From an optimization exercise on the open Yosys and OpenROAD flow, aimed at small area and a short achievable clock period; shortcuts taken in it are not production practice. In this exercise RTL edits were held to simulation tests only and were not proved equivalent to the original. No activity file was given, so power comes from the tool's default toggle rates.

==> inputs of 09-08 <==
Design fir_filter, start of the top module:
module fir_filter (clk, reset, x, y);
  input clk, reset;
  input signed [31:0] x;
  output signed [31:0] y;
  reg [31:0] h0, h1, h2, h3, h4, h5, h6;
  reg [31:0] t0;
  reg [31:0] t1;
  reg [31:0] r0;
  reg [31:0] r1;
  reg [31:0] q0;
  reg [31:0] q1;
  reg [31:0] y_reg;
  wire ts1, tc2;
  fir_fa u_ts1 (.a(h2[0]), .b(~h3[0]), .c(~h5[0]), .s(ts1), .co(tc2));
  wire ts3, tc4;
  fir_fa u_ts3 (.a(h2[0]), .b(h2[1]), .c(h4[0]), .s(ts3), .co(tc4));
  wire ts5, tc6;
  fir_fa u_ts5 (.a(~h3[1]), .b(~h5[1]), .c(tc2), .s(ts5), .co(tc6));
  wire ts7, tc8;
  fir_fa u_ts7 (.a(h2[1]), .b(h2[2]), .c(h4[1]), .s(ts7), .co(tc8));
  wire ts9, tc10;
  fir_fa u_ts9 (.a(h6[0]), .b(~h3[2]), .c(~h5[2]), .s(ts9), .co(tc10));
  wire ts11 = ~(tc4 ^ ts7);
  wire tc12 = tc4 | ts7;
  wire ts13, tc14;
  fir_fa u_ts13 (.a(ts9), .b(ts11), .c(tc6), .s(ts13), .co(tc14));
  wire ts15, tc16;
  fir_fa u_ts15 (.a(h2[2]), .b(h2[3]), .c(h3[0]), .s(ts15), .co(tc16));
  wire ts17 = ~(h4[2] ^ h6[1]);
  wire tc18 = h4[2] | h6[1];
  wire ts19, tc20;
  fir_fa u_ts19 (.a(~h3[3]), .b(~h5[3]), .c(ts17), .s(ts19), .co(tc20));
  wire ts21, tc22;
  fir_fa u_ts21 (.a(tc8), .b(tc10), .c(ts15), .s(ts21), .co(tc22));
  wire ts23, tc24;
  fir_fa u_ts23 (.a(tc12), .b(ts19), .c(ts21), .s(ts23), .co(tc24));
  wire ts25, tc26;
  fir_fa u_ts25 (.a(h2[3]), .b(h2[4]), .c(h3[1]), .s(ts25), .co(tc26));
  wire ts27, tc28;
  fir_fa u_ts27 (.a(h4[3]), .b(h6[2]), .c(~h3[4]), .s(ts27), .co(tc28));
  wire ts29, tc30;
  fir_fa u_ts29 (.a(~h5[4]), .b(tc18), .c(tc16), .s(ts29), .co(tc30));
  wire ts31, tc32;
  fir_fa u_ts31 (.a(ts25), .b(ts27), .c(tc20), .s(ts31), .co(tc32));
  wire ts33, tc34;
  fir_fa u_ts33 (.a(tc22), .b(ts29), .c(ts31), .s(ts33), .co(tc34));
  wire ts35, tc36;
  fir_fa u_ts35 (.a(h2[4]), .b(h2[5]), .c(h3[2]), .s(ts35), .co(tc36));
  wire ts37, tc38;
  fir_fa u_ts37 (.a(h4[4]), .b(h6[3]), .c(~h3[5]), .s(ts37), .co(tc38));
  wire ts39, tc40;
  fir_fa u_ts39 (.a(~h5[5]), .b(tc26), .c(tc28), .s(ts39), .co(tc40));
  wire ts41, tc42;
  fir_fa u_ts41 (.a(ts35), .b(ts37), .c(tc30), .s(ts41), .co(tc42));
  wire ts43, tc44;
  ...
Settings: LEC_CHECK=0, ABC_CLOCK_PERIOD_IN_PS=2500, CAP_MARGIN=20, CORE_MARGIN=2, CORE_UTILIZATION=40, CTS_BUF_LIST=sky130_fd_sc_hd__clkbuf_8 sky130_fd_sc_hd__clkbuf_16, CTS_CLUSTER_DIAMETER=50, CTS_CLUSTER_SIZE=20, SLEW_MARGIN=20, SYNTH_HIERARCHICAL=1, SYNTH_MINIMUM_KEEP_SIZE=0; clock period 8.0 ns.
standard.sh (not shown) runs the stock make flow with config.mk's settings and CLKGATE_MAP_FILE= SYNTH_SCRIPT=/design/flow/synth_recipe.tcl, a recipe that flattens the netlist after the stock synthesis.
==> flow/flow/run.sh <==
#!/bin/bash
set -euo pipefail
export SETUP_SLACK_MARGIN=5.5
export BUFFER_PORTS_ARGS="-buffer_cell sky130_fd_sc_hd__buf_2"
bash standard.sh > make_finish.log 2>&1
==> inputs of 04-04, as changes to 09-08 <==
==> flow/flow/run.sh (replaced) <==
#!/bin/bash
set -euo pipefail
export SETUP_SLACK_MARGIN=5.3
export BUFFER_PORTS_ARGS="-buffer_cell sky130_fd_sc_hd__buf_1"
bash standard.sh > make_finish.log 2>&1
Settings changed: CTS_BUF_LIST sky130_fd_sc_hd__clkbuf_8 sky130_fd_sc_hd__clkbuf_16 to sky130_fd_sc_hd__clkbuf_16, CTS_CLUSTER_DIAMETER 50 to 90, CTS_CLUSTER_SIZE 20 to 32.
==> inputs of 06-20, as changes to 09-08 <==
==> flow/run.sh (new file) <==
#!/bin/bash
# synth_recipe.tcl (not shown) runs the flow's synth.tcl, then flattens the netlist and writes it again
# the make line also repeats each setting of config.mk as NAME=value (left out here)
make -C /OpenROAD-flow-scripts/flow DESIGN_CONFIG=/design/flow/config.mk WORK_HOME=/design/flow/orfs CLKGATE_MAP_FILE= SYNTH_SCRIPT=/design/flow/synth_recipe.tcl finish
Settings changed: CTS_BUF_LIST sky130_fd_sc_hd__clkbuf_8 sky130_fd_sc_hd__clkbuf_16 to sky130_fd_sc_hd__clkbuf_16, CTS_CLUSTER_DIAMETER 50 to 90, CTS_CLUSTER_SIZE 20 to 32, SETUP_SLACK_MARGIN set to 5.0.
removed: flow/flow/run.sh
removed: flow/standard.sh
==> comparison <==
- In wire length, 04-04 and 06-20 hardly differ.
- In flip-flop and latch count, 06-20 and 09-08 do not differ.
- The highest via count belongs to 09-08, the lowest to 06-20.
- Worst hold slack: 04-04 > 06-20 > 09-08.
- In sequential power, 04-04 and 09-08 hardly differ.

-- port drivers added, routing unchanged --
In the flow no input, the clock included, has a driving cell. The finished layouts below were timed again as built, in two steps.
Step 1 sets driving cells, clkbuf_16 on the clock port and buf_2 on the other inputs (assumed; they add their load-dependent delay and slew).
Step 2 times the ports against the registers' clock, not the clock port: input delays grow and output delays shrink by t, the midpoint of the rising clock arrivals with the driver on.
a / b / c = ideal / step 1 / step 2; a / b = the first two.
run	t, ns	setup WS [ns]	hold WS [ns]	worst setup path after step 2
09-08	0.611	5.298 / 5.243 / 5.129	0.352 / 0.352 / 0.352	input to register
04-04	0.589	5.301 / 5.248 / 5.081	0.359 / 0.359 / 0.359	input to register
06-20	0.589	5.162 / 5.111 / 4.666	0.358 / 0.358 / 0.358	input, reset recovery
After both steps setup and hold are still met in every run listed. The setup slack of 06-20, which loses most, moves by -0.051 ns with the drivers and by -0.496 ns with both steps. The worst setup slack also covers recovery checks on asynchronous resets.
